Context: an optimization exercise on an open-source flow, tuned for small area and a short achievable clock period. The choices shown serve that exercise and are no tape-out recipe. Function not checked in this run: the RTL went through the layout flow alone. Power figures rest on the tool's default switching activity, not on a simulated workload.

<file path="flow/config.mk">
export PLATFORM = sky130hd
export DESIGN_NAME = ALU
export DESIGN_NICKNAME = ALU
export VERILOG_FILES = /design/flow/design.v
export SDC_FILE = /design/flow/constraint.sdc
export NUM_CORES = 4
export LEC_CHECK = 0
export CAP_MARGIN = 20
export CORE_MARGIN = 2
export CORE_UTILIZATION = 40
export PLACE_DENSITY = 0.6
export SLEW_MARGIN = 20
</file>
<file path="flow/run.sh">
#!/bin/bash
# synth_recipe.tcl (not shown) runs the flow's synth.tcl, then flattens the netlist and writes it again
# the make line also repeats each setting of config.mk as NAME=value (left out here)
make -C /OpenROAD-flow-scripts/flow DESIGN_CONFIG=/design/flow/config.mk WORK_HOME=/design/flow/orfs CLKGATE_MAP_FILE= SYNTH_SCRIPT=/design/flow/synth_recipe.tcl finish
</file>
<file path="flow/design.v">
module ALU(clk_fake, opCode, inA, inB, dataOut);
  parameter dataWidth = 128;
  localparam wordWidth = dataWidth / 4, hwordWidth = wordWidth / 2, dwordWidth = wordWidth * 2;
  input clk_fake;
  input [5: 0] opCode;
  input [dataWidth - 1: 0] inA, inB;
  output logic [dataWidth - 1: 0] dataOut;
  logic [dataWidth - 1: 0] dataOutReg1, dataOutReg2;
  always_ff @(posedge clk_fake)
  begin
    if(opCode == 6'd0)  
      begin
        dataOut[hwordWidth - 1: 0] <=
                inB[hwordWidth- 1: 0];
        dataOut[hwordWidth * 2 - 1: hwordWidth] <= 0;
        dataOut[hwordWidth * 3 - 1: hwordWidth *  2] <=
                inB[hwordWidth- 1: 0];
        dataOut[hwordWidth * 4 - 1: hwordWidth *  3] <= 0;
        dataOut[hwordWidth * 5 - 1: hwordWidth *  4] <=
                inB[hwordWidth- 1: 0];
        dataOut[hwordWidth * 6 - 1: hwordWidth *  5] <= 0;
        dataOut[hwordWidth * 7 - 1: hwordWidth *  6] <=
                inB[hwordWidth- 1: 0];
        dataOut[hwordWidth * 8 - 1: hwordWidth *  7] <= 0;
      end
    else if(opCode == 6'd2)  
      begin
        dataOut[wordWidth - 1: 0] <=
                inB[wordWidth- 1: 0];
        dataOut[wordWidth * 2 - 1: wordWidth] <=
                inB[wordWidth- 1: 0];
        dataOut[wordWidth * 3 - 1: wordWidth * 2] <=
                inB[wordWidth- 1: 0];
        dataOut[wordWidth * 4 - 1: wordWidth * 3] <=
                inB[wordWidth- 1: 0];
      end
    else if(opCode == 6'd4)  
      begin
        dataOut[hwordWidth - 1: 0] <= 
                inB[hwordWidth- 1: 0] + inA[hwordWidth - 1: 0];
        dataOut[hwordWidth * 2 - 1: hwordWidth] <= 
                inB[hwordWidth * 2 - 1: hwordWidth] + inA[hwordWidth * 2 - 1: hwordWidth];
        dataOut[hwordWidth * 3 - 1: hwordWidth *  2] <= 
                inB[hwordWidth * 3 - 1: hwordWidth *  2] + inA[hwordWidth * 3 - 1: hwordWidth *  2];
        dataOut[hwordWidth * 4 - 1: hwordWidth *  3] <= 
                inB[hwordWidth * 4 - 1: hwordWidth *  3] + inA[hwordWidth * 4 - 1: hwordWidth *  3];
        dataOut[hwordWidth * 5 - 1: hwordWidth *  4] <= 
                inB[hwordWidth * 5 - 1: hwordWidth *  4] + inA[hwordWidth * 5 - 1: hwordWidth *  4];
        dataOut[hwordWidth * 6 - 1: hwordWidth *  5] <= 
                inB[hwordWidth * 6 - 1: hwordWidth *  5] + inA[hwordWidth * 6 - 1: hwordWidth *  5];
        dataOut[hwordWidth * 7 - 1: hwordWidth *  6] <= 
                inB[hwordWidth * 7 - 1: hwordWidth *  6] + inA[hwordWidth * 7 - 1: hwordWidth *  6];
        dataOut[hwordWidth * 8 - 1: hwordWidth *  7] <= 
                inB[hwordWidth * 8 - 1: hwordWidth *  7] + inA[hwordWidth * 8 - 1: hwordWidth *  7];
      end
    else if(opCode == 6'd6)  
      begin
        dataOut[hwordWidth - 1: 0] <= 
                inB[hwordWidth- 1: 0] + inA[hwordWidth - 1: 0];
        dataOut[hwordWidth * 2 - 1: hwordWidth] <= 
                inB[hwordWidth- 1: 0] + inA[hwordWidth * 2 - 1: hwordWidth];
        dataOut[hwordWidth * 3 - 1: hwordWidth *  2] <= 
                inB[hwordWidth- 1: 0] + inA[hwordWidth * 3 - 1: hwordWidth *  2];
        dataOut[hwordWidth * 4 - 1: hwordWidth *  3] <= 
                inB[hwordWidth- 1: 0] + inA[hwordWidth * 4 - 1: hwordWidth *  3];
        dataOut[hwordWidth * 5 - 1: hwordWidth *  4] <= 
                inB[hwordWidth- 1: 0] + inA[hwordWidth * 5 - 1: hwordWidth *  4];
        dataOut[hwordWidth * 6 - 1: hwordWidth *  5] <= 
                inB[hwordWidth- 1: 0] + inA[hwordWidth * 6 - 1: hwordWidth *  5];
        dataOut[hwordWidth * 7 - 1: hwordWidth *  6] <= 
                inB[hwordWidth- 1: 0] + inA[hwordWidth * 7 - 1: hwordWidth *  6];
        dataOut[hwordWidth * 8 - 1: hwordWidth *  7] <= 
                inB[hwordWidth- 1: 0] + inA[hwordWidth * 8 - 1: hwordWidth *  7];
      end
    else if(opCode == 6'd12)  
      begin
        dataOut[hwordWidth - 1: 0] <= 
                inB[hwordWidth- 1: 0] - inA[hwordWidth - 1: 0];
        dataOut[hwordWidth * 2 - 1: hwordWidth] <= 
                inB[hwordWidth * 2 - 1: hwordWidth] - inA[hwordWidth * 2 - 1: hwordWidth];
        dataOut[hwordWidth * 3 - 1: hwordWidth *  2] <= 
                inB[hwordWidth * 3 - 1: hwordWidth *  2] - inA[hwordWidth * 3 - 1: hwordWidth *  2];
        dataOut[hwordWidth * 4 - 1: hwordWidth *  3] <= 
                inB[hwordWidth * 4 - 1: hwordWidth *  3] - inA[hwordWidth * 4 - 1: hwordWidth *  3];
        dataOut[hwordWidth * 5 - 1: hwordWidth *  4] <= 
                inB[hwordWidth * 5 - 1: hwordWidth *  4] - inA[hwordWidth * 5 - 1: hwordWidth *  4];
        dataOut[hwordWidth * 6 - 1: hwordWidth *  5] <= 
                inB[hwordWidth * 6 - 1: hwordWidth *  5] - inA[hwordWidth * 6 - 1: hwordWidth *  5];
        dataOut[hwordWidth * 7 - 1: hwordWidth *  6] <= 
                inB[hwordWidth * 7 - 1: hwordWidth *  6] - inA[hwordWidth * 7 - 1: hwordWidth *  6];
        dataOut[hwordWidth * 8 - 1: hwordWidth *  7] <= 
                inB[hwordWidth * 8 - 1: hwordWidth *  7] - inA[hwordWidth * 8 - 1: hwordWidth *  7];
      end
    else if(opCode == 6'd20)  
      begin
        dataOutReg1[wordWidth - 1: 0] <= 
                inB[hwordWidth- 1: 0] * inA[hwordWidth - 1: 0];
        dataOutReg1[wordWidth * 2 - 1: wordWidth] <= 
                inB[hwordWidth * 3 - 1: hwordWidth *  2] * inA[hwordWidth * 3 - 1: hwordWidth *  2];
        dataOutReg1[wordWidth * 3 - 1: wordWidth *  2] <= 
                inB[hwordWidth * 5 - 1: hwordWidth *  4] * inA[hwordWidth * 5 - 1: hwordWidth *  4];
        dataOutReg1[wordWidth * 4 - 1: wordWidth *  3] <= 
                inB[hwordWidth * 7 - 1: hwordWidth *  6] * inA[hwordWidth * 7 - 1: hwordWidth *  6];
        dataOut <= dataOutReg1;
      end
    else if(opCode == 6'd28)  
      begin
        dataOut <= inA | inB;
      end
    else if(opCode == 6'd30)  
      begin
        dataOut <= inA & inB;
      end
    else if(opCode == 4'b0101)  
      begin
      end
    else if(opCode == 4'b0110)  
      begin
      end
    else if(opCode == 4'b0111)  
      begin
      end
    else if(opCode == 4'b1000)  
      begin
      end
    else  
      begin
      end
  end
endmodule
</file>
<file path="flow/constraint.sdc">
create_clock -name core_clock -period 9.5 [get_ports {clk_fake}]
set_input_delay 1.9000 -clock core_clock [delete_from_list [all_inputs] [get_ports {clk_fake}]]
set_output_delay 1.9000 -clock core_clock [all_outputs]
set_load 0.01 [all_outputs]
</file>
==> impl_metrics.prom <==
# TYPE chip_impl_metric gauge
chip_impl_info{name="status",value="complete, no violations"} 1
chip_impl_metric{name="cp_data_required_time",unit="ns"} 9.89
chip_impl_metric{name="internal-power",unit="mW"} 10.2
chip_impl_metric{name="layout.cell_area.non_filler",unit="um^2"} 71500
chip_impl_metric{name="layout.area.seq",unit="um^2"} 7050
chip_impl_info{name="path_type_of_the_worst_min_delay_path",value="flip-flop to flip-flop"} 1
chip_impl_metric{name="path_max_fanout",unit=""} 9
chip_impl_info{name="endpoint_kind",value="flip-flop"} 1
chip_impl_metric{name="synthSimpleGateAreaFrac",unit=""} 0.140
chip_impl_metric{name="routed_wirelength",unit="um"} 261000
chip_impl_metric{name="place.detailed.hpwl",unit="um"} 212000
chip_impl_metric{name="first_global_vias",unit=""} 57400
chip_impl_info{name="worst_setup_path_start_kind",value="primary input"} 1
chip_impl_metric{name="numCtsBuffers",unit=""} 42
chip_impl_metric{name="period_share",unit=""} 0.923
chip_impl_metric{name="power_frac_comb",unit=""} 0.818
chip_impl_info{name="cts_tree",value="done"} 1
chip_impl_metric{name="core_area",unit="um^2"} 156000
chip_impl_metric{name="globalplace.congestion",unit=""} 1.02
chip_impl_info{name="mostFrequentLayoutCells",value="sky130_fd_sc_hd__inv_1 (1296), sky130_fd_sc_hd__ha_1 (897), sky130_fd_sc_hd__nand2_1 (841)"} 1
chip_impl_info{name="criticalPathCategory",value="primary input to flip-flop"} 1
chip_impl_metric{name="cts.htree.levels",unit=""} 2
chip_impl_metric{name="drc_violations_left",unit=""} 0
chip_impl_metric{name="final_layout_fill_cell_count",unit=""} 15400
chip_impl_metric{name="start_util",unit=""} 0.403
chip_impl_metric{name="relative_contribution_of_sequential_cells_to_total_power",unit=""} 0.105
chip_impl_metric{name="period_needed",unit="ns"} 8.77
chip_impl_metric{name="global_route_wire_length_before_repair",unit="um"} 383000
chip_impl_metric{name="synth_enable_flop_cells",unit=""} 192
chip_impl_metric{name="proportion_of_layout_cells_with_a_drive_suffix_above_1",unit=""} 0.0484
chip_impl_metric{name="dr.pass1.iters",unit=""} 6
chip_impl_metric{name="clk_path_buf_depth",unit=""} 3
chip_impl_metric{name="die-area",unit="um^2"} 161000
chip_impl_metric{name="leakage",unit="nW"} 34.1
chip_impl_metric{name="initialDrtViolationCount",unit=""} 6303
chip_impl_metric{name="postCtsSetupRepairBufs",unit=""} 0
chip_impl_info{name="synth_top_family_by_area",value="adder cells"} 1
chip_impl_metric{name="clock-skew-final",unit="ns"} 0.0590
chip_impl_metric{name="worst_skew_pair.late_latency",unit="ns"} 0.65
chip_impl_info{name="commonest_non_fill_non_tap_cell_in_the_layout",value="sky130_fd_sc_hd__inv_1"} 1
chip_impl_metric{name="count_of_boundary_i_o_pins",unit=""} 391
chip_impl_metric{name="critical_path_arrival",unit="ns"} 9.15
chip_impl_metric{name="clkTransAtPathRegs",unit="ns"} 0.06
chip_impl_metric{name="number_of_antenna_violations_at_the_first_check_in_global_routing",unit=""} 39
chip_impl_metric{name="worstMarginPinSlew",unit="ns"} 1.22
chip_impl_metric{name="total_power",unit="mW"} 21.8
chip_impl_metric{name="route.detailed.wl_per_inst",unit="um"} 25.8
chip_impl_info{name="grt_setup_unrepaired",value="false"} 1
chip_impl_metric{name="total_standard_cell_area_after_synthesis",unit="um^2"} 63000
chip_impl_metric{name="grt_usage",unit=""} 0.320
chip_impl_metric{name="synth_nets",unit=""} 9647
chip_impl_metric{name="cap_violations",unit=""} 0
chip_impl_metric{name="synth-async-reset-ratio",unit=""} 0
chip_impl_metric{name="synth.avg_cell_area",unit="um^2"} 8.19
chip_impl_metric{name="synth_cells",unit=""} 7688
chip_impl_metric{name="peakVddDrop",unit="mV"} 0.470
chip_impl_metric{name="postCtsResizedCells",unit=""} 0
chip_impl_metric{name="yosysWarningCount",unit=""} 1
chip_impl_metric{name="chipHeight",unit="um"} 401
chip_impl_metric{name="area_taken_by_multi_input_logic_gates",unit="um^2"} 49700
chip_impl_metric{name="place.port_buffers",unit=""} 390
chip_impl_metric{name="nets",unit=""} 9975
chip_impl_info{name="cts_root_buf",value="sky130_fd_sc_hd__clkbuf_16"} 1
chip_impl_metric{name="switching_share_of_power",unit=""} 0.534
chip_impl_info{name="top_flip_flop_cell_by_instance_count_after_synthesis",value="sky130_fd_sc_hd__edfxtp_1"} 1
chip_impl_metric{name="worst_slew_margin_rel",unit=""} 0.188
chip_impl_metric{name="hold_viol_final",unit=""} 0
chip_impl_metric{name="core.rowCount",unit=""} 145
chip_impl_metric{name="numClockSinks",unit=""} 256
chip_impl_metric{name="cell_area_after_placement",unit="um^2"} 70000
chip_impl_metric{name="cts.hold.buffers_added",unit=""} 0
chip_impl_metric{name="width_of_the_chip",unit="um"} 401
chip_impl_metric{name="setup_total_negative_slack",unit="ns"} 0
chip_impl_metric{name="synth_compound_gate_area_share",unit=""} 0.162
chip_impl_metric{name="yosysUniqueCellTypes",unit=""} 92
chip_impl_metric{name="ys_ff_latch",unit=""} 256
chip_impl_metric{name="post_synth_mux_area_share",unit=""} 0.00226
chip_impl_metric{name="share_clk_of_total_power",unit=""} 0.078
chip_impl_metric{name="area_grow_syn2layout",unit="%"} 13.5
chip_impl_metric{name="fmaxAchievable",unit="MHz"} 114
chip_impl_metric{name="cellPowerDensity",unit="nW/um^2"} 305
chip_impl_metric{name="globalRouteOverflowTotal",unit=""} 0
chip_impl_metric{name="via_count",unit=""} 58200
chip_impl_metric{name="drt-vias-per-instance",unit=""} 5.75
chip_impl_metric{name="maximum_number_of_pins_on_one_net_before_global_route_repair",unit=""} 101
chip_impl_metric{name="final_antenna_net_count",unit=""} 0
chip_impl_metric{name="synth_seq_area_share",unit=""} 0.112
chip_impl_metric{name="synthXorXnorAreaFrac",unit=""} 0.0508
chip_impl_metric{name="final_max_slew_viol_count",unit=""} 0
chip_impl_metric{name="end_of_flow_core_utilization",unit=""} 0.457
chip_impl_metric{name="setup_viol_count_final",unit=""} 0
chip_impl_metric{name="power_switching",unit="mW"} 11.6
chip_impl_metric{name="share_of_synthesized_cell_area_in_full_adder_half_adder_and_majority_cells",unit=""} 0.432
-- kinds of logic after synthesis --
kind of cell	Yosys count
AOI/OAI and AO/OA	1595
xor gates and xnor gates	365
adders and majority gates	1696
buffers and inverters	1670
DFF	256
muxes	14
and+or+nand+nor	2092
-- critical path, stage by stage --
cell                              delay, ns
sky130_fd_sc_hd__clkdlybuf4s50_1       0.80
sky130_fd_sc_hd__ha_1                  0.45
sky130_fd_sc_hd__fa_1                  0.48
sky130_fd_sc_hd__inv_1                 0.08
sky130_fd_sc_hd__fa_1                  0.43
sky130_fd_sc_hd__fa_1                  0.53
sky130_fd_sc_hd__inv_1                 0.06
sky130_fd_sc_hd__fa_1                  0.49
sky130_fd_sc_hd__fa_1                  0.50
sky130_fd_sc_hd__inv_1                 0.05
sky130_fd_sc_hd__fa_1                  0.47
sky130_fd_sc_hd__inv_1                 0.04
sky130_fd_sc_hd__ha_1                  0.37
sky130_fd_sc_hd__and3_1                0.18
sky130_fd_sc_hd__nand4_1               0.14
sky130_fd_sc_hd__a2111oi_1             0.60
sky130_fd_sc_hd__o211ai_1              0.35
sky130_fd_sc_hd__a21oi_1               0.32
sky130_fd_sc_hd__a41oi_1               0.18
sky130_fd_sc_hd__a211oi_1              0.35
sky130_fd_sc_hd__a21o_1                0.17
sky130_fd_sc_hd__a21oi_1               0.08
sky130_fd_sc_hd__xnor2_1               0.13
-- worst paths after layout --
check	startpoint	end	slack, ns	cells past startpoint
setup / recovery	inB[38]	dataOutReg1[63]	0.73	23
hold / removal	dataOut[85]	dataOut[85]	0.52	1
setup reg to reg	dataOutReg1[75]	dataOut[75]	7.25	4
hold reg to reg	dataOut[85]	dataOut[85]	0.52	1
-- final cells by class --
class,instances,area share
Clock inverter,25,0.00334
Antenna cell,21,0.000735
Sequential cell,256,0.0986
Clock buffer,53,0.0169
Inverter,1338,0.0704
Tap cell,2058,0.0360
Multi-Input combinational cell,5762,0.696
Timing Repair Buffer,616,0.0782
-- cells in the mapped netlist (13+ instances only) --
cell	count	area, um^2
sky130_fd_sc_hd__xor2_1	109	955
sky130_fd_sc_hd__clkbuf_1	273	1020
sky130_fd_sc_hd__nand2b_1	56	350
sky130_fd_sc_hd__o221ai_1	28	245
sky130_fd_sc_hd__a21o_1	94	706
sky130_fd_sc_hd__a211oi_1	102	766
sky130_fd_sc_hd__fa_1	799	16000
sky130_fd_sc_hd__inv_1	1297	4870
sky130_fd_sc_hd__nor2b_1	38	238
sky130_fd_sc_hd__buf_2	30	150
sky130_fd_sc_hd__nor3_1	113	566
sky130_fd_sc_hd__or3_1	31	194
sky130_fd_sc_hd__a221oi_1	26	228
sky130_fd_sc_hd__edfxtp_1	192	5770
sky130_fd_sc_hd__o211ai_1	174	1310
sky130_fd_sc_hd__xnor2_1	256	2240
sky130_fd_sc_hd__o22ai_1	25	156
sky130_fd_sc_hd__ha_1	897	11200
sky130_fd_sc_hd__nand2_1	844	3170
sky130_fd_sc_hd__nor4_1	13	81.3
sky130_fd_sc_hd__clkinv_1	32	120
sky130_fd_sc_hd__o31a_1	17	149
sky130_fd_sc_hd__and3_1	37	231
sky130_fd_sc_hd__buf_1	28	105
sky130_fd_sc_hd__or2_2	21	131
sky130_fd_sc_hd__a31oi_1	54	338
sky130_fd_sc_hd__nand3_1	79	395
sky130_fd_sc_hd__o31ai_1	17	128
sky130_fd_sc_hd__o21a_1	25	188
sky130_fd_sc_hd__dfxtp_1	64	1280
sky130_fd_sc_hd__a21oi_1	451	2260
sky130_fd_sc_hd__o21bai_1	57	428
sky130_fd_sc_hd__nor2_1	793	2980
sky130_fd_sc_hd__nand4_1	20	125
sky130_fd_sc_hd__a22oi_1	19	143
sky130_fd_sc_hd__o21ai_0	350	1750
-- registers in the layout (all words and copies together) (netlist names) --
signal,count
dataOut,128
dataOutReg1,128
-- power groups by stage --
| stage | combinational (mW) | clock (mW) | sequential [mW] |
|---|---|---|---|
| after floorplan | 12.1 | 0 | 2.22 |
| after global placement | 17.4 | 0 | 2.29 |
| after detailed placement | 17.5 | 0 | 2.29 |
| after CTS | 17.7 | 1.72 | 2.27 |
| after global routing | 19.8 | 1.75 | 2.28 |
| final | 17.8 | 1.69 | 2.28 |
-- metrics by stage --
| stage | std cells | hold WS, ns | worst slack, ns |
|---|---|---|---|
| 3_3_place_gp | 10000 | 0.484 | 0.453 |
| 6_report | 10100 | 0.519 | 0.733 |
| 4_1_cts | 10100 | 0.524 | 0.877 |
| 2_1_floorplan | 7688 | 0.467 | 1.42 |
| 3_5_place_dp | 10000 | 0.499 | 0.224 |
| 5_1_grt | 10100 | 0.532 | 0.302 |
-- routing by layer --
layer	share of wire	vias up	track usage
li1	-	25900	-
met1	0.42	28800	0.449
met2	0.42	3032	0.471
met3	0.11	522	0.0710
met4	0.049	20	0.142
met5	0.00042	-	0

-- static timing again, ports no longer ideal --
No port has a modelled driver above. Below, the same layout with a new extraction and two added sets of constraints. Step 1, drivers: a clkbuf_16 drives clk_fake and a buf_2 each remaining input, both assumed. Step 2, shift: input delay + t, output delay - t, t = (earliest + latest rising clock arrival at the registers) / 2. This alone moves slack from input paths to output paths. Slacks: no drivers / after step 1 / after step 2; pairs: no drivers / after step 1.
t, ns: 0.696
slack for setup (ns): 0.733 / 0.786 / 0.090
worst register clock-pin slew, ns: 0.07 / 0.07
pins driven straight from the clock port: 1
After both steps this run still meets setup and hold. For this run, drivers alone change the setup slack by +0.053 ns; drivers and shift together by -0.643 ns.
